What follows belongs to an exercise in optimizing a design on an open flow for small area; a production flow would make more cautious choices. Only simulation tests tie the RTL to the original design; equivalence was not proved.

## flow/design.v (module list and top-level ports; edited modules follow where they fit)
// module relu_neuron: 155 lines
// module mul_rows: 341 lines
// module add3: 4 lines
// module add2: 4 lines
// module booth_enc: 16 lines
// module sigmoid_neuron: 301 lines
// module vfr_nn: 168 lines
module vfr_nn #(
    parameter WIDTH = 16
)(
    input                           clk,
    input                           rst,
    input signed    [WIDTH-1:0]     f1_input1,
    input signed    [WIDTH-1:0]     f2_input2,
    input signed    [WIDTH-1:0]     h1_w1,       
    input signed    [WIDTH-1:0]     h1_w2,       
    input signed    [WIDTH-1:0]     h1_bias,     
    input signed    [WIDTH-1:0]     h2_w1,       
    input signed    [WIDTH-1:0]     h2_w2,       
    input signed    [WIDTH-1:0]     h2_bias,     
    input signed    [WIDTH-1:0]     h3_w1,       
    input signed    [WIDTH-1:0]     h3_w2,       
    input signed    [WIDTH-1:0]     h3_bias,     
    input signed    [WIDTH-1:0]     h4_w1,       
    input signed    [WIDTH-1:0]     h4_w2,       
    input signed    [WIDTH-1:0]     h4_bias,     
    input signed    [WIDTH-1:0]     out_w11,      
    input signed    [WIDTH-1:0]     out_w12,      
    input signed    [WIDTH-1:0]     out_w13,      
    input signed    [WIDTH-1:0]     out_w14,      
    input signed    [WIDTH-1:0]     out_bias1,    
    input signed    [WIDTH-1:0]     out_w21,      
    input signed    [WIDTH-1:0]     out_w22,      
    input signed    [WIDTH-1:0]     out_w23,      
    input signed    [WIDTH-1:0]     out_w24,      
    input signed    [WIDTH-1:0]     out_bias2,    
    input signed    [WIDTH-1:0]     out_w31,      
    input signed    [WIDTH-1:0]     out_w32,      
    input signed    [WIDTH-1:0]     out_w33,      
    input signed    [WIDTH-1:0]     out_w34,      
    input signed    [WIDTH-1:0]     out_bias3,    
    input signed    [WIDTH-1:0]     out_w41,      
    input signed    [WIDTH-1:0]     out_w42,      
    input signed    [WIDTH-1:0]     out_w43,      
    input signed    [WIDTH-1:0]     out_w44,      
    input signed    [WIDTH-1:0]     out_bias4,    
    input signed    [WIDTH-1:0]     out_w51,      
    input signed    [WIDTH-1:0]     out_w52,      
    input signed    [WIDTH-1:0]     out_w53,      
    input signed    [WIDTH-1:0]     out_w54,      
    input signed    [WIDTH-1:0]     out_bias5,    
    input signed    [WIDTH-1:0]     out_w61,      
    input signed    [WIDTH-1:0]     out_w62,      
    input signed    [WIDTH-1:0]     out_w63,      
    input signed    [WIDTH-1:0]     out_w64,      
    input signed    [WIDTH-1:0]     out_bias6,    
    input signed    [WIDTH-1:0]     out_w71,      
    input signed    [WIDTH-1:0]     out_w72,      
    input signed    [WIDTH-1:0]     out_w73,      
    input signed    [WIDTH-1:0]     out_w74,      
    input signed    [WIDTH-1:0]     out_bias7,    
    input signed    [WIDTH-1:0]     out_w81,      
    input signed    [WIDTH-1:0]     out_w82,      
    input signed    [WIDTH-1:0]     out_w83,      
    input signed    [WIDTH-1:0]     out_w84,      
    input signed    [WIDTH-1:0]     out_bias8,    
    input signed    [WIDTH-1:0]     out_w91,      
    input signed    [WIDTH-1:0]     out_w92,      
  // ...
==> flow/run.sh <==
#!/bin/bash
# synth_recipe.tcl (not shown) runs the flow's synth.tcl, then flattens the netlist and writes it again
# the make line also repeats each setting of config.mk as NAME=value (left out here)
make -C /OpenROAD-flow-scripts/flow DESIGN_CONFIG=/design/flow/config.mk WORK_HOME=/design/flow/orfs CLKGATE_MAP_FILE= SYNTH_SCRIPT=/design/flow/synth_recipe.tcl finish
==> flow/config.mk <==
export PLATFORM = sky130hd
export DESIGN_NAME = vfr_nn
export DESIGN_NICKNAME = vfr_nn
export VERILOG_FILES = /design/flow/design.v
export SDC_FILE = /design/flow/constraint.sdc
export NUM_CORES = 4
export LEC_CHECK = 0
export CAP_MARGIN = 20
export CELL_PAD_IN_SITES_DETAIL_PLACEMENT = 0
export CELL_PAD_IN_SITES_GLOBAL_PLACEMENT = 0
export CORE_MARGIN = 2
export CORE_UTILIZATION = 50
export PLACE_DENSITY = 0.6
export SLEW_MARGIN = 20
export SYNTH_HIERARCHICAL = 1
export SYNTH_MINIMUM_KEEP_SIZE = 0
==> flow/constraint.sdc <==
create_clock -name core_clock -period 12.0 [get_ports {clk}]
set_input_delay 2.4000 -clock core_clock [delete_from_list [all_inputs] [get_ports {clk}]]
set_output_delay 2.4000 -clock core_clock [all_outputs]
set_load 0.01 [all_outputs]
==> metrics.cfg, run 1 <==
[setup_path]
rr_worst_depth=29
crit_start=out_w31[6]
crit_cells=34
worstSetupPathType=primary input to register

[timing]
slew_headroom_pct=18.61
setup_viol=0
final_max_slew_viol_count=0

[cells_and_area]
final_area_mm2=0.2961
nonClockBufferCount=2268

[grt]
grt_max_degree=112
globalRouteMet2Util_pct=53.77
grt_use_met3_pct=9.312
grt_util_met1_pct=47.43

[drt]
wl_met3_mm=113.9
firstDrtPassIters=10
antenna_left=0
totalWireLength_mm=1068
highest_layer=met5
drtIter0Drc=27580
drc=0

[clock_tree]
cts_buffer_depth=3
cts-resized-gates=0
cts-root-buf=clkbuf_16
ctsHoldBuffers=0

[die]
fp.dieH_um=760.9
row_count=278
start_util_pct=50.10
fp.dieW_um=760.9

[synth]
synth_mux_area_share_pct=0.2184
yosysMostFrequentCell=xnor2_1
yosysSeqAreaShare_pct=2.734
synthAdderAreaFrac_pct=46.41
syn_area_per_cell_um2=10.01
synth_edf_count=0

[run_status]
outcome=finished clean

[placed_design]
dp_cells=33930

[min_path]
hp-start=hid_b[54]$_DFF_PP0_
hold_path_end=hid_c[54]$_DFF_PP0_

==> module relu_neuron, before the edit <==
module relu_neuron (
    input  [7:0]  one1,
    input  [7:0]  two1,
    input  [7:0]  neg1,
    input  [7:0]  one2,
    input  [7:0]  two2,
    input  [7:0]  neg2,
    input  [15:0] weight1,
    input  [15:0] weight2,
    input  [15:0] bias,
    output [15:0] result
);
    wire [15:0] s1, c1;
    wire cl1, k1;
    mul_rows p1 (.a(weight1), .one(one1), .two(two1), .neg(neg1), .s(s1), .c(c1), .cl(cl1), .k(k1));
    wire [15:0] s2, c2;
    wire cl2, k2;
    mul_rows p2 (.a(weight2), .one(one2), .two(two2), .neg(neg2), .s(s2), .c(c2), .cl(cl2), .k(k2));
    wire n1 = ~bias[15];
    wire n2, n3;
    add2 un2 (.a(s1[0]), .b(c1[0]), .s(n2), .co(n3));
    wire n4, n5;
    add3 un4 (.a(cl1), .b(s2[0]), .c(c2[0]), .s(n4), .co(n5));
    wire n6, n7;
    add3 un6 (.a(s1[1]), .b(c1[1]), .c(s2[1]), .s(n6), .co(n7));
    wire n8, n9;
    add2 un8 (.a(c2[1]), .b(bias[1]), .s(n8), .co(n9));
    wire n10, n11;
    add3 un10 (.a(s1[2]), .b(c1[2]), .c(s2[2]), .s(n10), .co(n11));
    wire n12, n13;
    add2 un12 (.a(c2[2]), .b(bias[2]), .s(n12), .co(n13));
    wire n14, n15;
    add3 un14 (.a(s1[3]), .b(c1[3]), .c(s2[3]), .s(n14), .co(n15));
    wire n16, n17;
    add2 un16 (.a(c2[3]), .b(bias[3]), .s(n16), .co(n17));
    wire n18, n19;
    add3 un18 (.a(s1[4]), .b(c1[4]), .c(s2[4]), .s(n18), .co(n19));
    wire n20, n21;
    add2 un20 (.a(c2[4]), .b(bias[4]), .s(n20), .co(n21));
    wire n22, n23;
    add3 un22 (.a(s1[5]), .b(c1[5]), .c(s2[5]), .s(n22), .co(n23));
    wire n24, n25;
    add2 un24 (.a(c2[5]), .b(bias[5]), .s(n24), .co(n25));
    wire n26, n27;
    add3 un26 (.a(s1[6]), .b(c1[6]), .c(s2[6]), .s(n26), .co(n27));
    wire n28, n29;
    add2 un28 (.a(c2[6]), .b(bias[6]), .s(n28), .co(n29));
    wire n30, n31;
    add3 un30 (.a(s1[7]), .b(c1[7]), .c(s2[7]), .s(n30), .co(n31));
    wire n32, n33;
    add2 un32 (.a(c2[7]), .b(bias[7]), .s(n32), .co(n33));
    wire n34, n35;
    add3 un34 (.a(s1[8]), .b(c1[8]), .c(s2[8]), .s(n34), .co(n35));
    wire n36, n37;
    add2 un36 (.a(c2[8]), .b(bias[8]), .s(n36), .co(n37));
    wire n38, n39;
    add3 un38 (.a(s1[9]), .b(c1[9]), .c(s2[9]), .s(n38), .co(n39));
    wire n40, n41;
    add2 un40 (.a(c2[9]), .b(bias[9]), .s(n40), .co(n41));
    wire n42, n43;
    add3 un42 (.a(s1[10]), .b(c1[10]), .c(s2[10]), .s(n42), .co(n43));
    wire n44, n45;
    add2 un44 (.a(c2[10]), .b(bias[10]), .s(n44), .co(n45));
    wire n46, n47;
    add3 un46 (.a(s1[11]), .b(c1[11]), .c(s2[11]), .s(n46), .co(n47));
    wire n48, n49;
    add2 un48 (.a(c2[11]), .b(bias[11]), .s(n48), .co(n49));
    wire n50, n51;
    add3 un50 (.a(s1[12]), .b(c1[12]), .c(s2[12]), .s(n50), .co(n51));
    wire n52, n53;
    add2 un52 (.a(c2[12]), .b(bias[12]), .s(n52), .co(n53));
    wire n54, n55;
    add3 un54 (.a(s1[13]), .b(c1[13]), .c(s2[13]), .s(n54), .co(n55));
    wire n56, n57;
    add2 un56 (.a(c2[13]), .b(bias[13]), .s(n56), .co(n57));
    wire n58, n59;
    add3 un58 (.a(s1[14]), .b(c1[14]), .c(s2[14]), .s(n58), .co(n59));
    wire n60, n61;
    add2 un60 (.a(c2[14]), .b(bias[14]), .s(n60), .co(n61));
    wire n62, n63;
    add3 un62 (.a(s1[15]), .b(c1[15]), .c(s2[15]), .s(n62), .co(n63));
    wire n64, n65;
    add2 un64 (.a(c2[15]), .b(n1), .s(n64), .co(n65));
    wire n66, n67;
    add2 un66 (.a(cl2), .b(bias[0]), .s(n66), .co(n67));
    wire n68, n69;
    add3 un68 (.a(n3), .b(n6), .c(n8), .s(n68), .co(n69));
    wire n70, n71;
    add3 un70 (.a(n10), .b(n12), .c(n7), .s(n70), .co(n71));
    wire n72, n73;
    add3 un72 (.a(n14), .b(n16), .c(n11), .s(n72), .co(n73));
    wire n74, n75;
    add3 un74 (.a(n18), .b(n20), .c(n15), .s(n74), .co(n75));
    wire n76, n77;
    add3 un76 (.a(n22), .b(n24), .c(n19), .s(n76), .co(n77));
    wire n78, n79;
    add3 un78 (.a(n26), .b(n28), .c(n23), .s(n78), .co(n79));
    wire n80, n81;
    add3 un80 (.a(n30), .b(n32), .c(n27), .s(n80), .co(n81));
    wire n82, n83;
    add3 un82 (.a(n34), .b(n36), .c(n31), .s(n82), .co(n83));
    wire n84, n85;
    add3 un84 (.a(n38), .b(n40), .c(n35), .s(n84), .co(n85));
    wire n86, n87;
    add3 un86 (.a(n42), .b(n44), .c(n39), .s(n86), .co(n87));
    wire n88, n89;
    add3 un88 (.a(n46), .b(n48), .c(n43), .s(n88), .co(n89));
    wire n90, n91;
    add3 un90 (.a(n50), .b(n52), .c(n47), .s(n90), .co(n91));
    wire n92, n93;
    add3 un92 (.a(n54), .b(n56), .c(n51), .s(n92), .co(n93));
    wire n94, n95;
    add3 un94 (.a(n58), .b(n60), .c(n55), .s(n94), .co(n95));
    wire n96, n97;
    add3 un96 (.a(n62), .b(n64), .c(n59), .s(n96), .co(n97));
    wire n98 = k1 ^ k2 ^ n63;
    wire n99, n100;
    add2 un99 (.a(n2), .b(n4), .s(n99), .co(n100));
    wire n101, n102;
    add3 un101 (.a(n5), .b(n68), .c(n67), .s(n101), .co(n102));
    wire n103, n104;
    add3 un103 (.a(n9), .b(n70), .c(n69), .s(n103), .co(n104));
    wire n105, n106;
    add3 un105 (.a(n13), .b(n72), .c(n71), .s(n105), .co(n106));
    wire n107, n108;
    add3 un107 (.a(n17), .b(n74), .c(n73), .s(n107), .co(n108));
    wire n109, n110;
    add3 un109 (.a(n21), .b(n76), .c(n75), .s(n109), .co(n110));
    wire n111, n112;
    add3 un111 (.a(n25), .b(n78), .c(n77), .s(n111), .co(n112));
    wire n113, n114;
    add3 un113 (.a(n29), .b(n80), .c(n79), .s(n113), .co(n114));
    wire n115, n116;
    add3 un115 (.a(n33), .b(n82), .c(n81), .s(n115), .co(n116));
    wire n117, n118;
    add3 un117 (.a(n37), .b(n84), .c(n83), .s(n117), .co(n118));
    wire n119, n120;
    add3 un119 (.a(n41), .b(n86), .c(n85), .s(n119), .co(n120));
    wire n121, n122;
    add3 un121 (.a(n45), .b(n88), .c(n87), .s(n121), .co(n122));
    wire n123, n124;
    add3 un123 (.a(n49), .b(n90), .c(n89), .s(n123), .co(n124));
    wire n125, n126;
    add3 un125 (.a(n53), .b(n92), .c(n91), .s(n125), .co(n126));
    wire n127, n128;
    add3 un127 (.a(n57), .b(n94), .c(n93), .s(n127), .co(n128));
    wire n129, n130;
    add3 un129 (.a(n61), .b(n96), .c(n95), .s(n129), .co(n130));
    wire n131 = n65 ^ n98 ^ n97;
    wire [16:0] q0 = {n131, n129, n127, n125, n123, n121, n119, n117, n115, n113, n111, n109, n107, n105, n103, n101, n66};
    wire [16:0] q1 = {n130, n128, n126, n124, n122, n120, n118, n116, n114, n112, n110, n108, n106, n104, n102, n100, n99};
    wire [16:0] xs = q0 + q1 + 17'h08000;
    wire [16:0] x = xs;
    assign result = x[16] ? 16'd0 : x[15:0];
endmodule
==> module sigmoid_neuron, before the edit <==
module sigmoid_neuron (
    input  [7:0]  one1,
    input  [7:0]  two1,
    input  [7:0]  neg1,
    input  [7:0]  one2,
    input  [7:0]  two2,
    input  [7:0]  neg2,
    input  [7:0]  one3,
    input  [7:0]  two3,
    input  [7:0]  neg3,
    input  [7:0]  one4,
    input  [7:0]  two4,
    input  [7:0]  neg4,
    input  [15:0] weight1,
    input  [15:0] weight2,
    input  [15:0] weight3,
    input  [15:0] weight4,
    input  [15:0] bias,
    output [3:0]  idx
);
    wire [15:0] s1, c1;
    wire cl1, k1;
    mul_rows p1 (.a(weight1), .one(one1), .two(two1), .neg(neg1), .s(s1), .c(c1), .cl(cl1), .k(k1));
    wire [15:0] s2, c2;
    wire cl2, k2;
    mul_rows p2 (.a(weight2), .one(one2), .two(two2), .neg(neg2), .s(s2), .c(c2), .cl(cl2), .k(k2));
    wire [15:0] s3, c3;
    wire cl3, k3;
    mul_rows p3 (.a(weight3), .one(one3), .two(two3), .neg(neg3), .s(s3), .c(c3), .cl(cl3), .k(k3));
    wire [15:0] s4, c4;
    wire cl4, k4;
    mul_rows p4 (.a(weight4), .one(one4), .two(two4), .neg(neg4), .s(s4), .c(c4), .cl(cl4), .k(k4));
    wire n1 = ~bias[15];
    wire n2, n3;
    add3 un2 (.a(s1[0]), .b(c1[0]), .c(cl1), .s(n2), .co(n3));
    wire n4, n5;
    add3 un4 (.a(s2[0]), .b(c2[0]), .c(cl2), .s(n4), .co(n5));
    wire n6, n7;
    add3 un6 (.a(s1[1]), .b(c1[1]), .c(s2[1]), .s(n6), .co(n7));
    wire n8, n9;
    add2 un8 (.a(s1[2]), .b(c1[2]), .s(n8), .co(n9));
    wire n10, n11;
    add2 un10 (.a(s1[3]), .b(c1[3]), .s(n10), .co(n11));
    wire n12, n13;
    add2 un12 (.a(s1[4]), .b(c1[4]), .s(n12), .co(n13));
    wire n14, n15;
    add2 un14 (.a(s1[5]), .b(c1[5]), .s(n14), .co(n15));
    wire n16, n17;
    add2 un16 (.a(s1[6]), .b(c1[6]), .s(n16), .co(n17));
    wire n18, n19;
    add2 un18 (.a(s1[7]), .b(c1[7]), .s(n18), .co(n19));
    wire n20, n21;
    add2 un20 (.a(s1[8]), .b(c1[8]), .s(n20), .co(n21));
    wire n22, n23;
    add2 un22 (.a(s1[9]), .b(c1[9]), .s(n22), .co(n23));
    wire n24, n25;
    add2 un24 (.a(s1[10]), .b(c1[10]), .s(n24), .co(n25));
    wire n26, n27;
    add2 un26 (.a(s1[11]), .b(c1[11]), .s(n26), .co(n27));
    wire n28, n29;
    add2 un28 (.a(s1[12]), .b(c1[12]), .s(n28), .co(n29));
    wire n30, n31;
    add2 un30 (.a(s1[13]), .b(c1[13]), .s(n30), .co(n31));
    wire n32, n33;
    add2 un32 (.a(s1[14]), .b(c1[14]), .s(n32), .co(n33));
    wire n34, n35;
    add2 un34 (.a(s1[15]), .b(c1[15]), .s(n34), .co(n35));
    wire n36, n37;
    add3 un36 (.a(s3[0]), .b(c3[0]), .c(cl3), .s(n36), .co(n37));
    wire n38, n39;
    add2 un38 (.a(s4[0]), .b(c4[0]), .s(n38), .co(n39));
    wire n40, n41;
    add3 un40 (.a(c2[1]), .b(s3[1]), .c(c3[1]), .s(n40), .co(n41));
    wire n42, n43;
    add3 un42 (.a(s4[1]), .b(c4[1]), .c(bias[1]), .s(n42), .co(n43));
    wire n44, n45;
    add2 un44 (.a(n6), .b(n3), .s(n44), .co(n45));
    wire n46, n47;
    add3 un46 (.a(s2[2]), .b(c2[2]), .c(s3[2]), .s(n46), .co(n47));
    wire n48, n49;
    add3 un48 (.a(c3[2]), .b(s4[2]), .c(c4[2]), .s(n48), .co(n49));
    wire n50, n51;
    add3 un50 (.a(bias[2]), .b(n8), .c(n7), .s(n50), .co(n51));
    wire n52, n53;
    add3 un52 (.a(s2[3]), .b(c2[3]), .c(s3[3]), .s(n52), .co(n53));
    wire n54, n55;
    add3 un54 (.a(c3[3]), .b(s4[3]), .c(c4[3]), .s(n54), .co(n55));
    wire n56, n57;
    add3 un56 (.a(bias[3]), .b(n10), .c(n9), .s(n56), .co(n57));
    wire n58, n59;
    add3 un58 (.a(s2[4]), .b(c2[4]), .c(s3[4]), .s(n58), .co(n59));
    wire n60, n61;
    add3 un60 (.a(c3[4]), .b(s4[4]), .c(c4[4]), .s(n60), .co(n61));
    wire n62, n63;
    add3 un62 (.a(bias[4]), .b(n12), .c(n11), .s(n62), .co(n63));
    wire n64, n65;
    add3 un64 (.a(s2[5]), .b(c2[5]), .c(s3[5]), .s(n64), .co(n65));
    wire n66, n67;
    add3 un66 (.a(c3[5]), .b(s4[5]), .c(c4[5]), .s(n66), .co(n67));
    wire n68, n69;
    add3 un68 (.a(bias[5]), .b(n14), .c(n13), .s(n68), .co(n69));
    wire n70, n71;
    add3 un70 (.a(s2[6]), .b(c2[6]), .c(s3[6]), .s(n70), .co(n71));
    wire n72, n73;
    add3 un72 (.a(c3[6]), .b(s4[6]), .c(c4[6]), .s(n72), .co(n73));
    wire n74, n75;
    add3 un74 (.a(bias[6]), .b(n16), .c(n15), .s(n74), .co(n75));
    wire n76, n77;
    add3 un76 (.a(s2[7]), .b(c2[7]), .c(s3[7]), .s(n76), .co(n77));
    wire n78, n79;
    add3 un78 (.a(c3[7]), .b(s4[7]), .c(c4[7]), .s(n78), .co(n79));
    wire n80, n81;
    add3 un80 (.a(bias[7]), .b(n18), .c(n17), .s(n80), .co(n81));
    wire n82, n83;
    add3 un82 (.a(s2[8]), .b(c2[8]), .c(s3[8]), .s(n82), .co(n83));
    wire n84, n85;
    add3 un84 (.a(c3[8]), .b(s4[8]), .c(c4[8]), .s(n84), .co(n85));
    wire n86, n87;
    add3 un86 (.a(bias[8]), .b(n20), .c(n19), .s(n86), .co(n87));
    wire n88, n89;
    add3 un88 (.a(s2[9]), .b(c2[9]), .c(s3[9]), .s(n88), .co(n89));
    wire n90, n91;
    add3 un90 (.a(c3[9]), .b(s4[9]), .c(c4[9]), .s(n90), .co(n91));
    wire n92, n93;
    add3 un92 (.a(bias[9]), .b(n22), .c(n21), .s(n92), .co(n93));
    wire n94, n95;
    add3 un94 (.a(s2[10]), .b(c2[10]), .c(s3[10]), .s(n94), .co(n95));
    wire n96, n97;
    add3 un96 (.a(c3[10]), .b(s4[10]), .c(c4[10]), .s(n96), .co(n97));
    wire n98, n99;
    add3 un98 (.a(bias[10]), .b(n24), .c(n23), .s(n98), .co(n99));
    wire n100, n101;
    add3 un100 (.a(s2[11]), .b(c2[11]), .c(s3[11]), .s(n100), .co(n101));
    wire n102, n103;
    add3 un102 (.a(c3[11]), .b(s4[11]), .c(c4[11]), .s(n102), .co(n103));
    wire n104, n105;
    add3 un104 (.a(bias[11]), .b(n26), .c(n25), .s(n104), .co(n105));
    wire n106, n107;
    add3 un106 (.a(s2[12]), .b(c2[12]), .c(s3[12]), .s(n106), .co(n107));
    wire n108, n109;
    add3 un108 (.a(c3[12]), .b(s4[12]), .c(c4[12]), .s(n108), .co(n109));
    wire n110, n111;
    add3 un110 (.a(bias[12]), .b(n28), .c(n27), .s(n110), .co(n111));
    wire n112, n113;
    add3 un112 (.a(s2[13]), .b(c2[13]), .c(s3[13]), .s(n112), .co(n113));
    wire n114, n115;
    add3 un114 (.a(c3[13]), .b(s4[13]), .c(c4[13]), .s(n114), .co(n115));
    wire n116, n117;
    add3 un116 (.a(bias[13]), .b(n30), .c(n29), .s(n116), .co(n117));
    wire n118, n119;
    add3 un118 (.a(s2[14]), .b(c2[14]), .c(s3[14]), .s(n118), .co(n119));
    wire n120, n121;
    add3 un120 (.a(c3[14]), .b(s4[14]), .c(c4[14]), .s(n120), .co(n121));
    wire n122, n123;
    add3 un122 (.a(bias[14]), .b(n32), .c(n31), .s(n122), .co(n123));
    wire n124, n125;
    add3 un124 (.a(s2[15]), .b(c2[15]), .c(s3[15]), .s(n124), .co(n125));
    wire n126, n127;
    add3 un126 (.a(c3[15]), .b(s4[15]), .c(c4[15]), .s(n126), .co(n127));
    wire n128, n129;
    add3 un128 (.a(n1), .b(n34), .c(n33), .s(n128), .co(n129));
    wire n130 = k1 ^ k2 ^ k3;
    wire n131, n132;
    add3 un131 (.a(cl4), .b(bias[0]), .c(n2), .s(n131), .co(n132));
    wire n133, n134;
    add3 un133 (.a(n5), .b(n40), .c(n42), .s(n133), .co(n134));
    wire n135, n136;
    add2 un135 (.a(n44), .b(n37), .s(n135), .co(n136));
    wire n137, n138;
    add3 un137 (.a(n46), .b(n48), .c(n50), .s(n137), .co(n138));
    wire n139, n140;
    add3 un139 (.a(n41), .b(n43), .c(n45), .s(n139), .co(n140));
    wire n141, n142;
    add3 un141 (.a(n52), .b(n54), .c(n56), .s(n141), .co(n142));
    wire n143, n144;
    add3 un143 (.a(n47), .b(n49), .c(n51), .s(n143), .co(n144));
    wire n145, n146;
    add3 un145 (.a(n58), .b(n60), .c(n62), .s(n145), .co(n146));
    wire n147, n148;
    add3 un147 (.a(n53), .b(n55), .c(n57), .s(n147), .co(n148));
    wire n149, n150;
    add3 un149 (.a(n64), .b(n66), .c(n68), .s(n149), .co(n150));
    wire n151, n152;
    add3 un151 (.a(n59), .b(n61), .c(n63), .s(n151), .co(n152));
    wire n153, n154;
    add3 un153 (.a(n70), .b(n72), .c(n74), .s(n153), .co(n154));
    wire n155, n156;
    add3 un155 (.a(n65), .b(n67), .c(n69), .s(n155), .co(n156));
    wire n157, n158;
    add3 un157 (.a(n76), .b(n78), .c(n80), .s(n157), .co(n158));
    wire n159, n160;
    add3 un159 (.a(n71), .b(n73), .c(n75), .s(n159), .co(n160));
    wire n161, n162;
    add3 un161 (.a(n82), .b(n84), .c(n86), .s(n161), .co(n162));
    wire n163, n164;
    add3 un163 (.a(n77), .b(n79), .c(n81), .s(n163), .co(n164));
    wire n165, n166;
    add3 un165 (.a(n88), .b(n90), .c(n92), .s(n165), .co(n166));
    wire n167, n168;
    add3 un167 (.a(n83), .b(n85), .c(n87), .s(n167), .co(n168));
    wire n169, n170;
    add3 un169 (.a(n94), .b(n96), .c(n98), .s(n169), .co(n170));
    wire n171, n172;
    add3 un171 (.a(n89), .b(n91), .c(n93), .s(n171), .co(n172));
    wire n173, n174;
    add3 un173 (.a(n100), .b(n102), .c(n104), .s(n173), .co(n174));
    wire n175, n176;
    add3 un175 (.a(n95), .b(n97), .c(n99), .s(n175), .co(n176));
    wire n177, n178;
    add3 un177 (.a(n106), .b(n108), .c(n110), .s(n177), .co(n178));
    wire n179, n180;
    add3 un179 (.a(n101), .b(n103), .c(n105), .s(n179), .co(n180));
    wire n181, n182;
    add3 un181 (.a(n112), .b(n114), .c(n116), .s(n181), .co(n182));
    wire n183, n184;
    add3 un183 (.a(n107), .b(n109), .c(n111), .s(n183), .co(n184));
    wire n185, n186;
    add3 un185 (.a(n118), .b(n120), .c(n122), .s(n185), .co(n186));
    wire n187, n188;
    add3 un187 (.a(n113), .b(n115), .c(n117), .s(n187), .co(n188));
    wire n189, n190;
    add3 un189 (.a(n124), .b(n126), .c(n128), .s(n189), .co(n190));
    wire n191, n192;
    add3 un191 (.a(n119), .b(n121), .c(n123), .s(n191), .co(n192));
    wire n193 = k4 ^ n35 ^ n130;
    wire n194 = n125 ^ n127 ^ n129;
    wire n195, n196;
    add2 un195 (.a(n4), .b(n36), .s(n195), .co(n196));
    wire n197, n198;
    add3 un197 (.a(n39), .b(n133), .c(n135), .s(n197), .co(n198));
    wire n199, n200;
    add3 un199 (.a(n137), .b(n139), .c(n134), .s(n199), .co(n200));
    wire n201, n202;
    add3 un201 (.a(n141), .b(n143), .c(n138), .s(n201), .co(n202));
    wire n203, n204;
    add3 un203 (.a(n145), .b(n147), .c(n142), .s(n203), .co(n204));
    wire n205, n206;
    add3 un205 (.a(n149), .b(n151), .c(n146), .s(n205), .co(n206));
    wire n207, n208;
    add3 un207 (.a(n153), .b(n155), .c(n150), .s(n207), .co(n208));
    wire n209, n210;
    add3 un209 (.a(n157), .b(n159), .c(n154), .s(n209), .co(n210));
    wire n211, n212;
    add3 un211 (.a(n161), .b(n163), .c(n158), .s(n211), .co(n212));
    wire n213, n214;
    add3 un213 (.a(n165), .b(n167), .c(n162), .s(n213), .co(n214));
    wire n215, n216;
    add3 un215 (.a(n169), .b(n171), .c(n166), .s(n215), .co(n216));
    wire n217, n218;
    add3 un217 (.a(n173), .b(n175), .c(n170), .s(n217), .co(n218));
    wire n219, n220;
    add3 un219 (.a(n177), .b(n179), .c(n174), .s(n219), .co(n220));
    wire n221, n222;
    add3 un221 (.a(n181), .b(n183), .c(n178), .s(n221), .co(n222));
    wire n223, n224;
    add3 un223 (.a(n185), .b(n187), .c(n182), .s(n223), .co(n224));
    wire n225, n226;
    add3 un225 (.a(n189), .b(n191), .c(n186), .s(n225), .co(n226));
    wire n227 = n193 ^ n194 ^ n190;
    wire n228, n229;
    add2 un228 (.a(n38), .b(n131), .s(n228), .co(n229));
    wire n230, n231;
    add3 un230 (.a(n132), .b(n197), .c(n196), .s(n230), .co(n231));
    wire n232, n233;
    add3 un232 (.a(n136), .b(n199), .c(n198), .s(n232), .co(n233));
    wire n234, n235;
    add3 un234 (.a(n140), .b(n201), .c(n200), .s(n234), .co(n235));
    wire n236, n237;
    add3 un236 (.a(n144), .b(n203), .c(n202), .s(n236), .co(n237));
    wire n238, n239;
    add3 un238 (.a(n148), .b(n205), .c(n204), .s(n238), .co(n239));
    wire n240, n241;
    add3 un240 (.a(n152), .b(n207), .c(n206), .s(n240), .co(n241));
    wire n242, n243;
    add3 un242 (.a(n156), .b(n209), .c(n208), .s(n242), .co(n243));
    wire n244, n245;
    add3 un244 (.a(n160), .b(n211), .c(n210), .s(n244), .co(n245));
    wire n246, n247;
    add3 un246 (.a(n164), .b(n213), .c(n212), .s(n246), .co(n247));
    wire n248, n249;
    add3 un248 (.a(n168), .b(n215), .c(n214), .s(n248), .co(n249));
    wire n250, n251;
    add3 un250 (.a(n172), .b(n217), .c(n216), .s(n250), .co(n251));
    wire n252, n253;
    add3 un252 (.a(n176), .b(n219), .c(n218), .s(n252), .co(n253));
    wire n254, n255;
    add3 un254 (.a(n180), .b(n221), .c(n220), .s(n254), .co(n255));
    wire n256, n257;
    add3 un256 (.a(n184), .b(n223), .c(n222), .s(n256), .co(n257));
    wire n258, n259;
    add3 un258 (.a(n188), .b(n225), .c(n224), .s(n258), .co(n259));
    wire n260 = n192 ^ n227 ^ n226;
    wire [16:0] q0 = {n260, n258, n256, n254, n252, n250, n248, n246, n244, n242, n240, n238, n236, n234, n232, n230, n195};
    wire [16:0] q1 = {n259, n257, n255, n253, n251, n249, n247, n245, n243, n241, n239, n237, n235, n233, n231, n229, n228};
    wire [16:0] xs = q0 + q1 + 17'h18000;
    wire [16:0] x = xs;
    wire [9:0] r = {x[16], x[16:8]} - {9'd0, x[7:0] == 8'd0};
    wire below = r[9] & (r < 10'h3FC);       
    wire above = ~r[9] & (r > 10'd2);        
    assign idx = below ? 4'd0 : above ? 4'd8 : r[3:0] + 4'd5;
endmodule
==> run 2, diff against run 1 <==
--- a/flow/design.v
+++ b/flow/design.v
@@ -80,6 +80,6 @@
     wire n62, n63;
     add3 un62 (.a(s1[15]), .b(c1[15]), .c(s2[15]), .s(n62), .co(n63));
-    wire n64, n65;
-    add2 un64 (.a(c2[15]), .b(n1), .s(n64), .co(n65));
+    wire n64 = ~(c2[15] ^ n1);
+    wire n65 = c2[15] | n1;
     wire n66, n67;
     add2 un66 (.a(cl2), .b(bias[0]), .s(n66), .co(n67));
@@ -150,5 +150,109 @@
     wire [16:0] q0 = {n131, n129, n127, n125, n123, n121, n119, n117, n115, n113, n111, n109, n107, n105, n103, n101, n66};
     wire [16:0] q1 = {n130, n128, n126, n124, n122, n120, n118, n116, n114, n112, n110, n108, n106, n104, n102, n100, n99};
-    wire [16:0] xs = q0 + q1 + 17'h08000;
+    wire n132, n133;
+    add2 un132 (.a(n66), .b(n99), .s(n132), .co(n133));
+    wire n134, n135;
+    add2 un134 (.a(n101), .b(n100), .s(n134), .co(n135));
+    wire n136, n137;
+    add2 un136 (.a(n103), .b(n102), .s(n136), .co(n137));
+    wire n138, n139;
+    add2 un138 (.a(n105), .b(n104), .s(n138), .co(n139));
+    wire n140, n141;
+    add2 un140 (.a(n107), .b(n106), .s(n140), .co(n141));
+    wire n142, n143;
+    add2 un142 (.a(n109), .b(n108), .s(n142), .co(n143));
+    wire n144, n145;
+    add2 un144 (.a(n111), .b(n110), .s(n144), .co(n145));
+    wire n146, n147;
+    add2 un146 (.a(n113), .b(n112), .s(n146), .co(n147));
+    wire n148, n149;
+    add2 un148 (.a(n115), .b(n114), .s(n148), .co(n149));
+    wire n150, n151;
+    add2 un150 (.a(n117), .b(n116), .s(n150), .co(n151));
+    wire n152, n153;
+    add2 un152 (.a(n119), .b(n118), .s(n152), .co(n153));
+    wire n154, n155;
+    add2 un154 (.a(n121), .b(n120), .s(n154), .co(n155));
+    wire n156, n157;
+    add2 un156 (.a(n123), .b(n122), .s(n156), .co(n157));
+    wire n158, n159;
+    add2 un158 (.a(n125), .b(n124), .s(n158), .co(n159));
+    wire n160, n161;
+    add2 un160 (.a(n127), .b(n126), .s(n160), .co(n161));
+    wire n162, n163;
+    add2 un162 (.a(n129), .b(n128), .s(n162), .co(n163));
+    wire n164, n165;
+    add2 un164 (.a(n131), .b(n130), .s(n164), .co(n165));
+    wire n166 = n135 | (n134 & n133);
+    wire n167 = n134 & n132;
+    wire n168 = n139 | (n138 & n137);
+    wire n169 = n138 & n136;
+    wire n170 = n143 | (n142 & n141);
+    wire n171 = n142 & n140;
+    wire n172 = n147 | (n146 & n145);
+    wire n173 = n146 & n144;
+    wire n174 = n151 | (n150 & n149);
+    wire n175 = n150 & n148;
+    wire n176 = n155 | (n154 & n153);
+    wire n177 = n154 & n152;
+    wire n178 = n159 | (n158 & n157);
+    wire n179 = n158 & n156;
+    wire n180 = n163 | (n162 & n161);
+    wire n181 = n162 & n160;
+    wire n182 = n168 | (n169 & n166);
+    wire n183 = n169 & n167;
+    wire n184 = n172 | (n173 & n170);
+    wire n185 = n173 & n171;
+    wire n186 = n176 | (n177 & n174);
+    wire n187 = n177 & n175;
+    wire n188 = n180 | (n181 & n178);
+    wire n189 = n181 & n179;
+    wire n190 = n184 | (n185 & n182);
+    wire n191 = n185 & n183;
+    wire n192 = n188 | (n189 & n186);
+    wire n193 = n189 & n187;
+    wire n194 = n192 | (n193 & n190);
+    wire n195 = n193 & n191;
+    wire n196 = n186 | (n187 & n190);
+    wire n197 = n187 & n191;
+    wire n198 = n170 | (n171 & n182);
+    wire n199 = n171 & n183;
+    wire n200 = n174 | (n175 & n190);
+    wire n201 = n175 & n191;
+    wire n202 = n178 | (n179 & n196);
+    wire n203 = n179 & n197;
+    wire n204 = n137 | (n136 & n166);
+    wire n205 = n136 & n167;
+    wire n206 = n141 | (n140 & n182);
+    wire n207 = n140 & n183;
+    wire n208 = n145 | (n144 & n198);
+    wire n209 = n144 & n199;
+    wire n210 = n149 | (n148 & n190);
+    wire n211 = n148 & n191;
+    wire n212 = n153 | (n152 & n200);
+    wire n213 = n152 & n201;
+    wire n214 = n157 | (n156 & n196);
+    wire n215 = n156 & n197;
+    wire n216 = n161 | (n160 & n202);
+    wire n217 = n160 & n203;
+    wire n218 = n165 | (n164 & n194);
+    wire n219 = n164 & n195;
+    wire n220 = n134 ^ n133;
+    wire n221 = n136 ^ n166;
+    wire n222 = n138 ^ n204;
+    wire n223 = n140 ^ n182;
+    wire n224 = n142 ^ n206;
+    wire n225 = n144 ^ n198;
+    wire n226 = n146 ^ n208;
+    wire n227 = n148 ^ n190;
+    wire n228 = n150 ^ n210;
+    wire n229 = n152 ^ n200;
+    wire n230 = n154 ^ n212;
+    wire n231 = n156 ^ n196;
+    wire n232 = n158 ^ n214;
+    wire n233 = n160 ^ n202;
+    wire n234 = n162 ^ n216;
+    wire n235 = n164 ^ n194;
+    wire [16:0] xs = {n235, n234, n233, n232, n231, n230, n229, n228, n227, n226, n225, n224, n223, n222, n221, n220, n132};
     wire [16:0] x = xs;
     assign result = x[16] ? 16'd0 : x[15:0];
@@ -488,10 +592,98 @@
     wire [23:0] r0 = {n322, n320, n318, n316, n314, n312, n310, n308, n306, n304, n302, n300, n298, n296, n294, n292, n290, n288, n286, n284, n282, n36, n2, n1};
     wire [23:0] r1 = {n321, n319, n317, n315, n313, n311, n309, n307, n305, n303, n301, n299, n297, n295, n293, n291, n289, n287, n285, n283, n281, n280, 1'b0, n18};
-    wire [8:0] lo = r0[7:0] + r1[7:0];
-    wire [24:0] all = r0 + r1;
+    wire n323 = r0[0] & r1[0];
+    wire n324 = r0[0] | r1[0];
+    wire n325 = r0[2] & r1[2];
+    wire n326 = r0[2] | r1[2];
+    wire n327 = r0[3] & r1[3];
+    wire n328 = r0[3] | r1[3];
+    wire n329 = r0[4] & r1[4];
+    wire n330 = r0[4] | r1[4];
+    wire n331 = r0[5] & r1[5];
+    wire n332 = r0[5] | r1[5];
+    wire n333 = r0[6] & r1[6];
+    wire n334 = r0[6] | r1[6];
+    wire n335 = r0[7] & r1[7];
+    wire n336 = r0[7] | r1[7];
+    wire n337 = r0[8] & r1[8];
+    wire n338 = r0[8] | r1[8];
+    wire n339 = r0[9] & r1[9];
+    wire n340 = r0[9] | r1[9];
+    wire n341 = r0[10] & r1[10];
+    wire n342 = r0[10] | r1[10];
+    wire n343 = r0[11] & r1[11];
+    wire n344 = r0[11] | r1[11];
+    wire n345 = r0[12] & r1[12];
+    wire n346 = r0[12] | r1[12];
+    wire n347 = r0[13] & r1[13];
+    wire n348 = r0[13] | r1[13];
+    wire n349 = r0[14] & r1[14];
+    wire n350 = r0[14] | r1[14];
+    wire n351 = r0[15] & r1[15];
+    wire n352 = r0[15] | r1[15];
+    wire n353 = r0[16] & r1[16];
+    wire n354 = r0[16] | r1[16];
+    wire n355 = r0[17] & r1[17];
+    wire n356 = r0[17] | r1[17];
+    wire n357 = r0[18] & r1[18];
+    wire n358 = r0[18] | r1[18];
+    wire n359 = r0[19] & r1[19];
+    wire n360 = r0[19] | r1[19];
+    wire n361 = r0[20] & r1[20];
+    wire n362 = r0[20] | r1[20];
+    wire n363 = r0[21] & r1[21];
+    wire n364 = r0[21] | r1[21];
+    wire n365 = r0[22] & r1[22];
+    wire n366 = r0[22] | r1[22];
+    wire n367 = r0[23] & r1[23];
+    wire n368 = r0[23] | r1[23];
+    wire n369 = r0[1] & n323;
+    wire n370 = r0[1] & n324;
+    wire n371 = n327 | (n328 & n325);
+    wire n372 = n328 & n326;
+    wire n373 = n371 | (n372 & n369);
+    wire n374 = n372 & n370;
+    wire n375 = n331 | (n332 & n329);
+    wire n376 = n332 & n330;
+    wire n377 = n335 | (n336 & n333);
+    wire n378 = n336 & n334;
+    wire n379 = n377 | (n378 & n375);
+    wire n380 = n378 & n376;
+    wire n381 = n379 | (n380 & n373);
+    wire n382 = n380 & n374;
+    wire n383 = n339 | (n340 & n337);
+    wire n384 = n340 & n338;
+    wire n385 = n343 | (n344 & n341);
+    wire n386 = n344 & n342;
+    wire n387 = n385 | (n386 & n383);
+    wire n388 = n386 & n384;
+    wire n389 = n347 | (n348 & n345);
+    wire n390 = n348 & n346;
+    wire n391 = n351 | (n352 & n349);
+    wire n392 = n352 & n350;
+    wire n393 = n391 | (n392 & n389);
+    wire n394 = n392 & n390;
+    wire n395 = n393 | (n394 & n387);
+    wire n396 = n394 & n388;
+    wire n397 = n355 | (n356 & n353);
+    wire n398 = n356 & n354;
+    wire n399 = n359 | (n360 & n357);
+    wire n400 = n360 & n358;
+    wire n401 = n399 | (n400 & n397);
+    wire n402 = n400 & n398;
+    wire n403 = n363 | (n364 & n361);
+    wire n404 = n364 & n362;
+    wire n405 = n367 | (n368 & n365);
+    wire n406 = n368 & n366;
+    wire n407 = n405 | (n406 & n403);
+    wire n408 = n406 & n404;
+    wire n409 = n407 | (n408 & n401);
+    wire n410 = n408 & n402;
+    wire n411 = n409 | (n410 & n395);
+    wire n412 = n410 & n396;
+    assign cl = n381;
+    assign k = n411 | (n412 & n381);
     assign s = r0[23:8];
     assign c = r1[23:8];
-    assign cl = lo[8];
-    assign k = all[24];
 endmodule
 module add3 (input a, input b, input c, output s, output co);
@@ -585,5 +777,5 @@
     add2 un32 (.a(s1[14]), .b(c1[14]), .s(n32), .co(n33));
     wire n34, n35;
-    add2 un34 (.a(s1[15]), .b(c1[15]), .s(n34), .co(n35));
+    add3 un34 (.a(s1[15]), .b(c1[15]), .c(s2[15]), .s(n34), .co(n35));
     wire n36, n37;
     add3 un36 (.a(s3[0]), .b(c3[0]), .c(cl3), .s(n36), .co(n37));
@@ -675,143 +867,248 @@
     add3 un122 (.a(bias[14]), .b(n32), .c(n31), .s(n122), .co(n123));
     wire n124, n125;
-    add3 un124 (.a(s2[15]), .b(c2[15]), .c(s3[15]), .s(n124), .co(n125));
+    add3 un124 (.a(c2[15]), .b(s3[15]), .c(c3[15]), .s(n124), .co(n125));
     wire n126, n127;
-    add3 un126 (.a(c3[15]), .b(s4[15]), .c(c4[15]), .s(n126), .co(n127));
-    wire n128, n129;
-    add3 un128 (.a(n1), .b(n34), .c(n33), .s(n128), .co(n129));
+    add3 un126 (.a(s4[15]), .b(c4[15]), .c(n1), .s(n126), .co(n127));
+    wire n128 = ~(n34 ^ n33);
+    wire n129 = n34 | n33;
     wire n130 = k1 ^ k2 ^ k3;
-    wire n131, n132;
-    add3 un131 (.a(cl4), .b(bias[0]), .c(n2), .s(n131), .co(n132));
-    wire n133, n134;
-    add3 un133 (.a(n5), .b(n40), .c(n42), .s(n133), .co(n134));
-    wire n135, n136;
-    add2 un135 (.a(n44), .b(n37), .s(n135), .co(n136));
-    wire n137, n138;
-    add3 un137 (.a(n46), .b(n48), .c(n50), .s(n137), .co(n138));
-    wire n139, n140;
-    add3 un139 (.a(n41), .b(n43), .c(n45), .s(n139), .co(n140));
-    wire n141, n142;
-    add3 un141 (.a(n52), .b(n54), .c(n56), .s(n141), .co(n142));
-    wire n143, n144;
-    add3 un143 (.a(n47), .b(n49), .c(n51), .s(n143), .co(n144));
-    wire n145, n146;
-    add3 un145 (.a(n58), .b(n60), .c(n62), .s(n145), .co(n146));
-    wire n147, n148;
-    add3 un147 (.a(n53), .b(n55), .c(n57), .s(n147), .co(n148));
-    wire n149, n150;
-    add3 un149 (.a(n64), .b(n66), .c(n68), .s(n149), .co(n150));
-    wire n151, n152;
-    add3 un151 (.a(n59), .b(n61), .c(n63), .s(n151), .co(n152));
-    wire n153, n154;
-    add3 un153 (.a(n70), .b(n72), .c(n74), .s(n153), .co(n154));
-    wire n155, n156;
-    add3 un155 (.a(n65), .b(n67), .c(n69), .s(n155), .co(n156));
-    wire n157, n158;
-    add3 un157 (.a(n76), .b(n78), .c(n80), .s(n157), .co(n158));
-    wire n159, n160;
-    add3 un159 (.a(n71), .b(n73), .c(n75), .s(n159), .co(n160));
-    wire n161, n162;
-    add3 un161 (.a(n82), .b(n84), .c(n86), .s(n161), .co(n162));
-    wire n163, n164;
-    add3 un163 (.a(n77), .b(n79), .c(n81), .s(n163), .co(n164));
-    wire n165, n166;
-    add3 un165 (.a(n88), .b(n90), .c(n92), .s(n165), .co(n166));
-    wire n167, n168;
-    add3 un167 (.a(n83), .b(n85), .c(n87), .s(n167), .co(n168));
-    wire n169, n170;
-    add3 un169 (.a(n94), .b(n96), .c(n98), .s(n169), .co(n170));
-    wire n171, n172;
-    add3 un171 (.a(n89), .b(n91), .c(n93), .s(n171), .co(n172));
-    wire n173, n174;
-    add3 un173 (.a(n100), .b(n102), .c(n104), .s(n173), .co(n174));
-    wire n175, n176;
-    add3 un175 (.a(n95), .b(n97), .c(n99), .s(n175), .co(n176));
-    wire n177, n178;
-    add3 un177 (.a(n106), .b(n108), .c(n110), .s(n177), .co(n178));
-    wire n179, n180;
-    add3 un179 (.a(n101), .b(n103), .c(n105), .s(n179), .co(n180));
-    wire n181, n182;
-    add3 un181 (.a(n112), .b(n114), .c(n116), .s(n181), .co(n182));
-    wire n183, n184;
-    add3 un183 (.a(n107), .b(n109), .c(n111), .s(n183), .co(n184));
-    wire n185, n186;
-    add3 un185 (.a(n118), .b(n120), .c(n122), .s(n185), .co(n186));
-    wire n187, n188;
-    add3 un187 (.a(n113), .b(n115), .c(n117), .s(n187), .co(n188));
-    wire n189, n190;
-    add3 un189 (.a(n124), .b(n126), .c(n128), .s(n189), .co(n190));
-    wire n191, n192;
-    add3 un191 (.a(n119), .b(n121), .c(n123), .s(n191), .co(n192));
-    wire n193 = k4 ^ n35 ^ n130;
-    wire n194 = n125 ^ n127 ^ n129;
-    wire n195, n196;
-    add2 un195 (.a(n4), .b(n36), .s(n195), .co(n196));
-    wire n197, n198;
-    add3 un197 (.a(n39), .b(n133), .c(n135), .s(n197), .co(n198));
-    wire n199, n200;
-    add3 un199 (.a(n137), .b(n139), .c(n134), .s(n199), .co(n200));
-    wire n201, n202;
-    add3 un201 (.a(n141), .b(n143), .c(n138), .s(n201), .co(n202));
-    wire n203, n204;
-    add3 un203 (.a(n145), .b(n147), .c(n142), .s(n203), .co(n204));
-    wire n205, n206;
-    add3 un205 (.a(n149), .b(n151), .c(n146), .s(n205), .co(n206));
-    wire n207, n208;
-    add3 un207 (.a(n153), .b(n155), .c(n150), .s(n207), .co(n208));
-    wire n209, n210;
-    add3 un209 (.a(n157), .b(n159), .c(n154), .s(n209), .co(n210));
-    wire n211, n212;
-    add3 un211 (.a(n161), .b(n163), .c(n158), .s(n211), .co(n212));
-    wire n213, n214;
-    add3 un213 (.a(n165), .b(n167), .c(n162), .s(n213), .co(n214));
-    wire n215, n216;
-    add3 un215 (.a(n169), .b(n171), .c(n166), .s(n215), .co(n216));
-    wire n217, n218;
-    add3 un217 (.a(n173), .b(n175), .c(n170), .s(n217), .co(n218));
-    wire n219, n220;
-    add3 un219 (.a(n177), .b(n179), .c(n174), .s(n219), .co(n220));
-    wire n221, n222;
-    add3 un221 (.a(n181), .b(n183), .c(n178), .s(n221), .co(n222));
-    wire n223, n224;
-    add3 un223 (.a(n185), .b(n187), .c(n182), .s(n223), .co(n224));
-    wire n225, n226;
-    add3 un225 (.a(n189), .b(n191), .c(n186), .s(n225), .co(n226));
-    wire n227 = n193 ^ n194 ^ n190;
-    wire n228, n229;
-    add2 un228 (.a(n38), .b(n131), .s(n228), .co(n229));
-    wire n230, n231;
-    add3 un230 (.a(n132), .b(n197), .c(n196), .s(n230), .co(n231));
-    wire n232, n233;
-    add3 un232 (.a(n136), .b(n199), .c(n198), .s(n232), .co(n233));
-    wire n234, n235;
-    add3 un234 (.a(n140), .b(n201), .c(n200), .s(n234), .co(n235));
-    wire n236, n237;
-    add3 un236 (.a(n144), .b(n203), .c(n202), .s(n236), .co(n237));
-    wire n238, n239;
-    add3 un238 (.a(n148), .b(n205), .c(n204), .s(n238), .co(n239));
-    wire n240, n241;
-    add3 un240 (.a(n152), .b(n207), .c(n206), .s(n240), .co(n241));
-    wire n242, n243;
-    add3 un242 (.a(n156), .b(n209), .c(n208), .s(n242), .co(n243));
-    wire n244, n245;
-    add3 un244 (.a(n160), .b(n211), .c(n210), .s(n244), .co(n245));
-    wire n246, n247;
-    add3 un246 (.a(n164), .b(n213), .c(n212), .s(n246), .co(n247));
-    wire n248, n249;
-    add3 un248 (.a(n168), .b(n215), .c(n214), .s(n248), .co(n249));
-    wire n250, n251;
-    add3 un250 (.a(n172), .b(n217), .c(n216), .s(n250), .co(n251));
-    wire n252, n253;
-    add3 un252 (.a(n176), .b(n219), .c(n218), .s(n252), .co(n253));
-    wire n254, n255;
-    add3 un254 (.a(n180), .b(n221), .c(n220), .s(n254), .co(n255));
-    wire n256, n257;
-    add3 un256 (.a(n184), .b(n223), .c(n222), .s(n256), .co(n257));
-    wire n258, n259;
-    add3 un258 (.a(n188), .b(n225), .c(n224), .s(n258), .co(n259));
-    wire n260 = n192 ^ n227 ^ n226;
-    wire [16:0] q0 = {n260, n258, n256, n254, n252, n250, n248, n246, n244, n242, n240, n238, n236, n234, n232, n230, n195};
-    wire [16:0] q1 = {n259, n257, n255, n253, n251, n249, n247, n245, n243, n241, n239, n237, n235, n233, n231, n229, n228};
-    wire [16:0] xs = q0 + q1 + 17'h18000;
+    wire n131 = k4 ^ n35;
+    wire n132, n133;
+    add3 un132 (.a(cl4), .b(bias[0]), .c(n2), .s(n132), .co(n133));
+    wire n134, n135;
+    add3 un134 (.a(n5), .b(n40), .c(n42), .s(n134), .co(n135));
+    wire n136, n137;
+    add2 un136 (.a(n44), .b(n37), .s(n136), .co(n137));
+    wire n138, n139;
+    add3 un138 (.a(n46), .b(n48), .c(n50), .s(n138), .co(n139));
+    wire n140, n141;
+    add3 un140 (.a(n41), .b(n43), .c(n45), .s(n140), .co(n141));
+    wire n142, n143;
+    add3 un142 (.a(n52), .b(n54), .c(n56), .s(n142), .co(n143));
+    wire n144, n145;
+    add3 un144 (.a(n47), .b(n49), .c(n51), .s(n144), .co(n145));
+    wire n146, n147;
+    add3 un146 (.a(n58), .b(n60), .c(n62), .s(n146), .co(n147));
+    wire n148, n149;
+    add3 un148 (.a(n53), .b(n55), .c(n57), .s(n148), .co(n149));
+    wire n150, n151;
+    add3 un150 (.a(n64), .b(n66), .c(n68), .s(n150), .co(n151));
+    wire n152, n153;
+    add3 un152 (.a(n59), .b(n61), .c(n63), .s(n152), .co(n153));
+    wire n154, n155;
+    add3 un154 (.a(n70), .b(n72), .c(n74), .s(n154), .co(n155));
+    wire n156, n157;
+    add3 un156 (.a(n65), .b(n67), .c(n69), .s(n156), .co(n157));
+    wire n158, n159;
+    add3 un158 (.a(n76), .b(n78), .c(n80), .s(n158), .co(n159));
+    wire n160, n161;
+    add3 un160 (.a(n71), .b(n73), .c(n75), .s(n160), .co(n161));
+    wire n162, n163;
+    add3 un162 (.a(n82), .b(n84), .c(n86), .s(n162), .co(n163));
+    wire n164, n165;
+    add3 un164 (.a(n77), .b(n79), .c(n81), .s(n164), .co(n165));
+    wire n166, n167;
+    add3 un166 (.a(n88), .b(n90), .c(n92), .s(n166), .co(n167));
+    wire n168, n169;
+    add3 un168 (.a(n83), .b(n85), .c(n87), .s(n168), .co(n169));
+    wire n170, n171;
+    add3 un170 (.a(n94), .b(n96), .c(n98), .s(n170), .co(n171));
+    wire n172, n173;
+    add3 un172 (.a(n89), .b(n91), .c(n93), .s(n172), .co(n173));
+    wire n174, n175;
+    add3 un174 (.a(n100), .b(n102), .c(n104), .s(n174), .co(n175));
+    wire n176, n177;
+    add3 un176 (.a(n95), .b(n97), .c(n99), .s(n176), .co(n177));
+    wire n178, n179;
+    add3 un178 (.a(n106), .b(n108), .c(n110), .s(n178), .co(n179));
+    wire n180, n181;
+    add3 un180 (.a(n101), .b(n103), .c(n105), .s(n180), .co(n181));
+    wire n182, n183;
+    add3 un182 (.a(n112), .b(n114), .c(n116), .s(n182), .co(n183));
+    wire n184, n185;
+    add3 un184 (.a(n107), .b(n109), .c(n111), .s(n184), .co(n185));
+    wire n186, n187;
+    add3 un186 (.a(n118), .b(n120), .c(n122), .s(n186), .co(n187));
+    wire n188, n189;
+    add3 un188 (.a(n113), .b(n115), .c(n117), .s(n188), .co(n189));
+    wire n190, n191;
+    add3 un190 (.a(n124), .b(n126), .c(n128), .s(n190), .co(n191));
+    wire n192, n193;
+    add3 un192 (.a(n119), .b(n121), .c(n123), .s(n192), .co(n193));
+    wire n194 = n130 ^ n131 ^ n125;
+    wire n195 = n127 ^ n129 ^ 1'b1;
+    wire n196, n197;
+    add2 un196 (.a(n4), .b(n36), .s(n196), .co(n197));
+    wire n198, n199;
+    add3 un198 (.a(n39), .b(n134), .c(n136), .s(n198), .co(n199));
+    wire n200, n201;
+    add3 un200 (.a(n138), .b(n140), .c(n135), .s(n200), .co(n201));
+    wire n202, n203;
+    add3 un202 (.a(n142), .b(n144), .c(n139), .s(n202), .co(n203));
+    wire n204, n205;
+    add3 un204 (.a(n146), .b(n148), .c(n143), .s(n204), .co(n205));
+    wire n206, n207;
+    add3 un206 (.a(n150), .b(n152), .c(n147), .s(n206), .co(n207));
+    wire n208, n209;
+    add3 un208 (.a(n154), .b(n156), .c(n151), .s(n208), .co(n209));
+    wire n210, n211;
+    add3 un210 (.a(n158), .b(n160), .c(n155), .s(n210), .co(n211));
+    wire n212, n213;
+    add3 un212 (.a(n162), .b(n164), .c(n159), .s(n212), .co(n213));
+    wire n214, n215;
+    add3 un214 (.a(n166), .b(n168), .c(n163), .s(n214), .co(n215));
+    wire n216, n217;
+    add3 un216 (.a(n170), .b(n172), .c(n167), .s(n216), .co(n217));
+    wire n218, n219;
+    add3 un218 (.a(n174), .b(n176), .c(n171), .s(n218), .co(n219));
+    wire n220, n221;
+    add3 un220 (.a(n178), .b(n180), .c(n175), .s(n220), .co(n221));
+    wire n222, n223;
+    add3 un222 (.a(n182), .b(n184), .c(n179), .s(n222), .co(n223));
+    wire n224, n225;
+    add3 un224 (.a(n186), .b(n188), .c(n183), .s(n224), .co(n225));
+    wire n226, n227;
+    add3 un226 (.a(n190), .b(n192), .c(n187), .s(n226), .co(n227));
+    wire n228 = n194 ^ n195 ^ n191;
+    wire n229, n230;
+    add2 un229 (.a(n38), .b(n132), .s(n229), .co(n230));
+    wire n231, n232;
+    add3 un231 (.a(n133), .b(n198), .c(n197), .s(n231), .co(n232));
+    wire n233, n234;
+    add3 un233 (.a(n137), .b(n200), .c(n199), .s(n233), .co(n234));
+    wire n235, n236;
+    add3 un235 (.a(n141), .b(n202), .c(n201), .s(n235), .co(n236));
+    wire n237, n238;
+    add3 un237 (.a(n145), .b(n204), .c(n203), .s(n237), .co(n238));
+    wire n239, n240;
+    add3 un239 (.a(n149), .b(n206), .c(n205), .s(n239), .co(n240));
+    wire n241, n242;
+    add3 un241 (.a(n153), .b(n208), .c(n207), .s(n241), .co(n242));
+    wire n243, n244;
+    add3 un243 (.a(n157), .b(n210), .c(n209), .s(n243), .co(n244));
+    wire n245, n246;
+    add3 un245 (.a(n161), .b(n212), .c(n211), .s(n245), .co(n246));
+    wire n247, n248;
+    add3 un247 (.a(n165), .b(n214), .c(n213), .s(n247), .co(n248));
+    wire n249, n250;
+    add3 un249 (.a(n169), .b(n216), .c(n215), .s(n249), .co(n250));
+    wire n251, n252;
+    add3 un251 (.a(n173), .b(n218), .c(n217), .s(n251), .co(n252));
+    wire n253, n254;
+    add3 un253 (.a(n177), .b(n220), .c(n219), .s(n253), .co(n254));
+    wire n255, n256;
+    add3 un255 (.a(n181), .b(n222), .c(n221), .s(n255), .co(n256));
+    wire n257, n258;
+    add3 un257 (.a(n185), .b(n224), .c(n223), .s(n257), .co(n258));
+    wire n259, n260;
+    add3 un259 (.a(n189), .b(n226), .c(n225), .s(n259), .co(n260));
+    wire n261 = n193 ^ n228 ^ n227;
+    wire [16:0] q0 = {n261, n259, n257, n255, n253, n251, n249, n247, n245, n243, n241, n239, n237, n235, n233, n231, n196};
+    wire [16:0] q1 = {n260, n258, n256, n254, n252, n250, n248, n246, n244, n242, n240, n238, n236, n234, n232, n230, n229};
+    wire n262, n263;
+    add2 un262 (.a(n196), .b(n229), .s(n262), .co(n263));
+    wire n264, n265;
+    add2 un264 (.a(n231), .b(n230), .s(n264), .co(n265));
+    wire n266, n267;
+    add2 un266 (.a(n233), .b(n232), .s(n266), .co(n267));
+    wire n268, n269;
+    add2 un268 (.a(n235), .b(n234), .s(n268), .co(n269));
+    wire n270, n271;
+    add2 un270 (.a(n237), .b(n236), .s(n270), .co(n271));
+    wire n272, n273;
+    add2 un272 (.a(n239), .b(n238), .s(n272), .co(n273));
+    wire n274, n275;
+    add2 un274 (.a(n241), .b(n240), .s(n274), .co(n275));
+    wire n276, n277;
+    add2 un276 (.a(n243), .b(n242), .s(n276), .co(n277));
+    wire n278, n279;
+    add2 un278 (.a(n245), .b(n244), .s(n278), .co(n279));
+    wire n280, n281;
+    add2 un280 (.a(n247), .b(n246), .s(n280), .co(n281));
+    wire n282, n283;
+    add2 un282 (.a(n249), .b(n248), .s(n282), .co(n283));
+    wire n284, n285;
+    add2 un284 (.a(n251), .b(n250), .s(n284), .co(n285));
+    wire n286, n287;
+    add2 un286 (.a(n253), .b(n252), .s(n286), .co(n287));
+    wire n288, n289;
+    add2 un288 (.a(n255), .b(n254), .s(n288), .co(n289));
+    wire n290, n291;
+    add2 un290 (.a(n257), .b(n256), .s(n290), .co(n291));
+    wire n292, n293;
+    add2 un292 (.a(n259), .b(n258), .s(n292), .co(n293));
+    wire n294, n295;
+    add2 un294 (.a(n261), .b(n260), .s(n294), .co(n295));
+    wire n296 = n265 | (n264 & n263);
+    wire n297 = n264 & n262;
+    wire n298 = n269 | (n268 & n267);
+    wire n299 = n268 & n266;
+    wire n300 = n273 | (n272 & n271);
+    wire n301 = n272 & n270;
+    wire n302 = n277 | (n276 & n275);
+    wire n303 = n276 & n274;
+    wire n304 = n281 | (n280 & n279);
+    wire n305 = n280 & n278;
+    wire n306 = n285 | (n284 & n283);
+    wire n307 = n284 & n282;
+    wire n308 = n289 | (n288 & n287);
+    wire n309 = n288 & n286;
+    wire n310 = n293 | (n292 & n291);
+    wire n311 = n292 & n290;
+    wire n312 = n298 | (n299 & n296);
+    wire n313 = n299 & n297;
+    wire n314 = n302 | (n303 & n300);
+    wire n315 = n303 & n301;
+    wire n316 = n306 | (n307 & n304);
+    wire n317 = n307 & n305;
+    wire n318 = n310 | (n311 & n308);
+    wire n319 = n311 & n309;
+    wire n320 = n314 | (n315 & n312);
+    wire n321 = n315 & n313;
+    wire n322 = n318 | (n319 & n316);
+    wire n323 = n319 & n317;
+    wire n324 = n322 | (n323 & n320);
+    wire n325 = n323 & n321;
+    wire n326 = n316 | (n317 & n320);
+    wire n327 = n317 & n321;
+    wire n328 = n300 | (n301 & n312);
+    wire n329 = n301 & n313;
+    wire n330 = n304 | (n305 & n320);
+    wire n331 = n305 & n321;
+    wire n332 = n308 | (n309 & n326);
+    wire n333 = n309 & n327;
+    wire n334 = n267 | (n266 & n296);
+    wire n335 = n266 & n297;
+    wire n336 = n271 | (n270 & n312);
+    wire n337 = n270 & n313;
+    wire n338 = n275 | (n274 & n328);
+    wire n339 = n274 & n329;
+    wire n340 = n279 | (n278 & n320);
+    wire n341 = n278 & n321;
+    wire n342 = n283 | (n282 & n330);
+    wire n343 = n282 & n331;
+    wire n344 = n287 | (n286 & n326);
+    wire n345 = n286 & n327;
+    wire n346 = n291 | (n290 & n332);
+    wire n347 = n290 & n333;
+    wire n348 = n295 | (n294 & n324);
+    wire n349 = n294 & n325;
+    wire n350 = n264 ^ n263;
+    wire n351 = n266 ^ n296;
+    wire n352 = n268 ^ n334;
+    wire n353 = n270 ^ n312;
+    wire n354 = n272 ^ n336;
+    wire n355 = n274 ^ n328;
+    wire n356 = n276 ^ n338;
+    wire n357 = n278 ^ n320;
+    wire n358 = n280 ^ n340;
+    wire n359 = n282 ^ n330;
+    wire n360 = n284 ^ n342;
+    wire n361 = n286 ^ n326;
+    wire n362 = n288 ^ n344;
+    wire n363 = n290 ^ n332;
+    wire n364 = n292 ^ n346;
+    wire n365 = n294 ^ n324;
+    wire [16:0] xs = {n365, n364, n363, n362, n361, n360, n359, n358, n357, n356, n355, n354, n353, n352, n351, n350, n262};
     wire [16:0] x = xs;
     wire [9:0] r = {x[16], x[16:8]} - {9'd0, x[7:0] == 8'd0};
--- a/flow/config.mk
+++ b/flow/config.mk
@@ -10,6 +10,6 @@
 export CELL_PAD_IN_SITES_GLOBAL_PLACEMENT = 0
 export CORE_MARGIN = 2
-export CORE_UTILIZATION = 50
-export PLACE_DENSITY = 0.6
+export CORE_UTILIZATION = 60
+export PLACE_DENSITY = 0.7
 export SLEW_MARGIN = 20
 export SYNTH_HIERARCHICAL = 1
==> run 2 against run 1 <==
Compared with the run above:
- still clean
- register-to-register slack gained 0.25 ns
- synthesized area shrank 4.1%
- final area shrank 4.0%
- critical path depth shrank 7
- clock skew grew 0.059 ns
- flip-flop and latch count is the same
- clock-buffer cell count shrank 2
- die area shrank 20%
- first-iteration DRC count grew 15%
- critical path type unchanged
- critical endpoint is now code_a[0]$_DFF_PP0_
==> metrics.cfg, run 2 <==
[die]
coreArea_mm2=0.4561
fp.dieW_um=680.8  ; -11%
fp.dieH_um=680.8  ; -11%
row_count=248  ; -11%
start_util_pct=60.25  ; +10 points

[timing]
slew_headroom_pct=18.15  ; -0.46 points
setup_viol=0  ; unchanged
final_max_slew_viol_count=0  ; unchanged
fin_crit_ns=11.04
rsz0062_at_grt=no
worstMarginPinSlew_ns=1.226

[drt]
firstDrtPassIters=12  ; +2
antenna_left=0  ; unchanged
drc=0  ; unchanged
drtIter0Drc=31720  ; +15%
totalWireLength_mm=1025  ; -4.0%

[setup_path]
endpoint_kind=register
critical_path_peak_fanout=10
worstSetupPathType=primary input to register
crit_required_ns=12.58

[grt]
grt_max_degree=121  ; +8.0%
grt_use_total_pct=43.33
grt_pass1_vias=234500

[synth]
synth_cells=27880
yosysMostFrequentCell=xnor2_1
synth.top_cells.by_count=5652 x xnor2_1, 5040 x a22oi_1, 4912 x fa_1, 1920 x clkbuf_1, 1814 x buf_4
synth_edf_count=0  ; unchanged
synthFlopType=dfrtp_1
ys_top_cells_by_area=fa_1 36%, xnor2_1 18%, a22oi_1 14%
yosysTopAreaCell=fa_1
yosysSeqAreaShare_pct=2.850  ; +0.12 points
syn_area_per_cell_um2=9.858  ; -1.5%
synth_top_area_share_pct=35.78

[run]
max-cap-violations=0

[clock_tree]
cts_buffer_depth=3  ; unchanged
cts.sinks=312
cts-resized-gates=0  ; unchanged
post-cts-setup-buffers=0
clk_latency_ns=0.85
cts-root-buf=clkbuf_16
ctsHoldBuffers=0  ; unchanged

[run_status]
outcome=finished clean

[cells_and_area]
fillerInstances=37990
final_common_cell=xnor2_1
drive_gt1_share_pct=7.586
final_area_mm2=0.2842  ; -4.0%
final_cell_mix=5652 x xnor2_1, 5040 x a22oi_1, 4912 x fa_1

[placed_design]
place_area_mm2=0.2818

run 2: changes by cell type in the layout (fill, tap and decap cells not counted), moves of 148 or more:
cell	before	now
a211oi_1	26	174
a21o_1	370	66
a31oi_1	50	240
ha_1	2744	1614
nand4_1	284	4
nor2_1	363	608
o21ai_0	514	668
o22ai_1	0	192
run 2: final cells by class:
type	count	area [um^2]	share of cell area (%)
Timing Repair Buffer	2302	22160	7.799
Clock buffer	53	1207	0.4249
Tap cell	6000	7507	2.642
Clock inverter	33	506.7	0.1783
Sequential cell	312	7968	2.804
Multi-Input combinational cell	22530	241500	84.99
Inverter	689	2594	0.9127
Antenna cell	282	705.7	0.2483
run 2: metal layers:
metal / track usage (%) / up-vias / share of wire, %
li1: - / 91730 / -
met1: 51.68 / 114400 / 34
met2: 63.54 / 17900 / 43
met3: 14.20 / 4388 / 13
met4: 36.15 / 152 / 10
met5: 0 / - / 0.096
run 2: modules after synthesis (local to each module, per instance):
module | times used | area (um^2) | flip-flops and latches | cells inside
vfr_nn | 1 | 10010 | 312 | 598
mul_rows | 48 | 2879 | 0 | 404
sigmoid_neuron | 10 | 855.8 | 0 | 117
relu_neuron | 4 | 614.3 | 0 | 81
booth_enc | 6 | 264.0 | 0 | 38
add3 | 4912 | 20.02 | 0 | 1
add2 | 1254 | 12.51 | 0 | 1
run 2: worst paths after layout:
kind                                     from                    to  slack, ns  cells after the start
max in group asynchronous                 rst   hid_c[19]$_DFF_PP0_       7.53                      4
hold / removal             hid_b[8]$_DFF_PP0_    hid_c[8]$_DFF_PP0_       0.27                      0
setup reg to reg           hid_c[1]$_DFF_PP0_  code_a[28]$_DFF_PP0_       1.08                     29
hold reg to reg            hid_b[8]$_DFF_PP0_    hid_c[8]$_DFF_PP0_       0.27                      0
setup / recovery                   out_w11[7]   code_a[0]$_DFF_PP0_       0.96                     27
min in group asynchronous                 rst    hid_b[2]$_DFF_PP0_       2.17                      2
run 2: through the flow:
step,setup slack (ns),util (%),hold slack (ns),std cells
6_report,0.9569,62.30,0.2678,32200
5_1_grt,0.6902,62.26,0.2748,32120
4_1_cts,1.081,62.15,0.2703,31920
3_5_place_dp,0.3440,61.77,0.3347,31830
3_3_place_gp,0.3852,61.77,0.3312,31830
2_1_floorplan,0.7768,-,0.3312,27950
run 2: critical path: stages:
cell,delay (ns)
clkdlybuf4s50_1,0.80
a22oi_1,0.16
xnor2_1,0.23
fa_1,0.48
fa_1,0.59
fa_1,0.45
fa_1,0.69
ha_1,0.30
fa_1,0.42
fa_1,0.48
fa_1,0.55
fa_1,0.44
ha_1,0.37
a21o_1,0.18
a31o_2,0.22
ha_1,0.26
or4_1,0.40
nor4_1,0.38
buf_4,0.18
ha_1,0.16
ha_1,0.20
or2b_1,0.26
nor4_1,0.36
mux2i_1,0.25
a211oi_1,0.07
mux2i_1,0.25
nor2_1,0.09
run 2: cells by family (layout without fill, tap and decap cells):
group | count (synthesis) | count (layout) | synth area share, %
and+or+nand+nor | 1874 | 1874 | 3.451
buffers and inverters | 5107 | 3077 | 9.839
AOI/OAI and AO/OA | 7790 | 7790 | 20.70
other | 1 | 352 | 0.001364
adders and majority gates | 6526 | 6526 | 43.13
xor gates and xnor gates | 6218 | 6218 | 19.84
DFF | 312 | 312 | 2.850
muxes | 50 | 50 | 0.1867

afterwards: timing with drivers on the ports:
How much do the figures lean on ideal ports? The routed layouts below were timed once more, with nothing changed but the port constraints.
Step 1 sets driving cells, clkbuf_16 on the clock port and buf_2 on the other inputs (assumed; they add their load-dependent delay and slew).
Step 2, shift: input delay + t, output delay - t, t = (earliest + latest rising clock arrival at the registers) / 2. This alone moves slack from input paths to output paths.
Three values: ideal, step 1, step 2; two values: the first two.
run | t (ns) | setup WS [ns]
run 1 | 0.866 | 0.672 / 0.580 / -0.286
run 2 | 0.904 | 0.957 / 0.803 / -0.101
Met with ideal ports but missed after step 2: setup timing in run 1 and run 2.
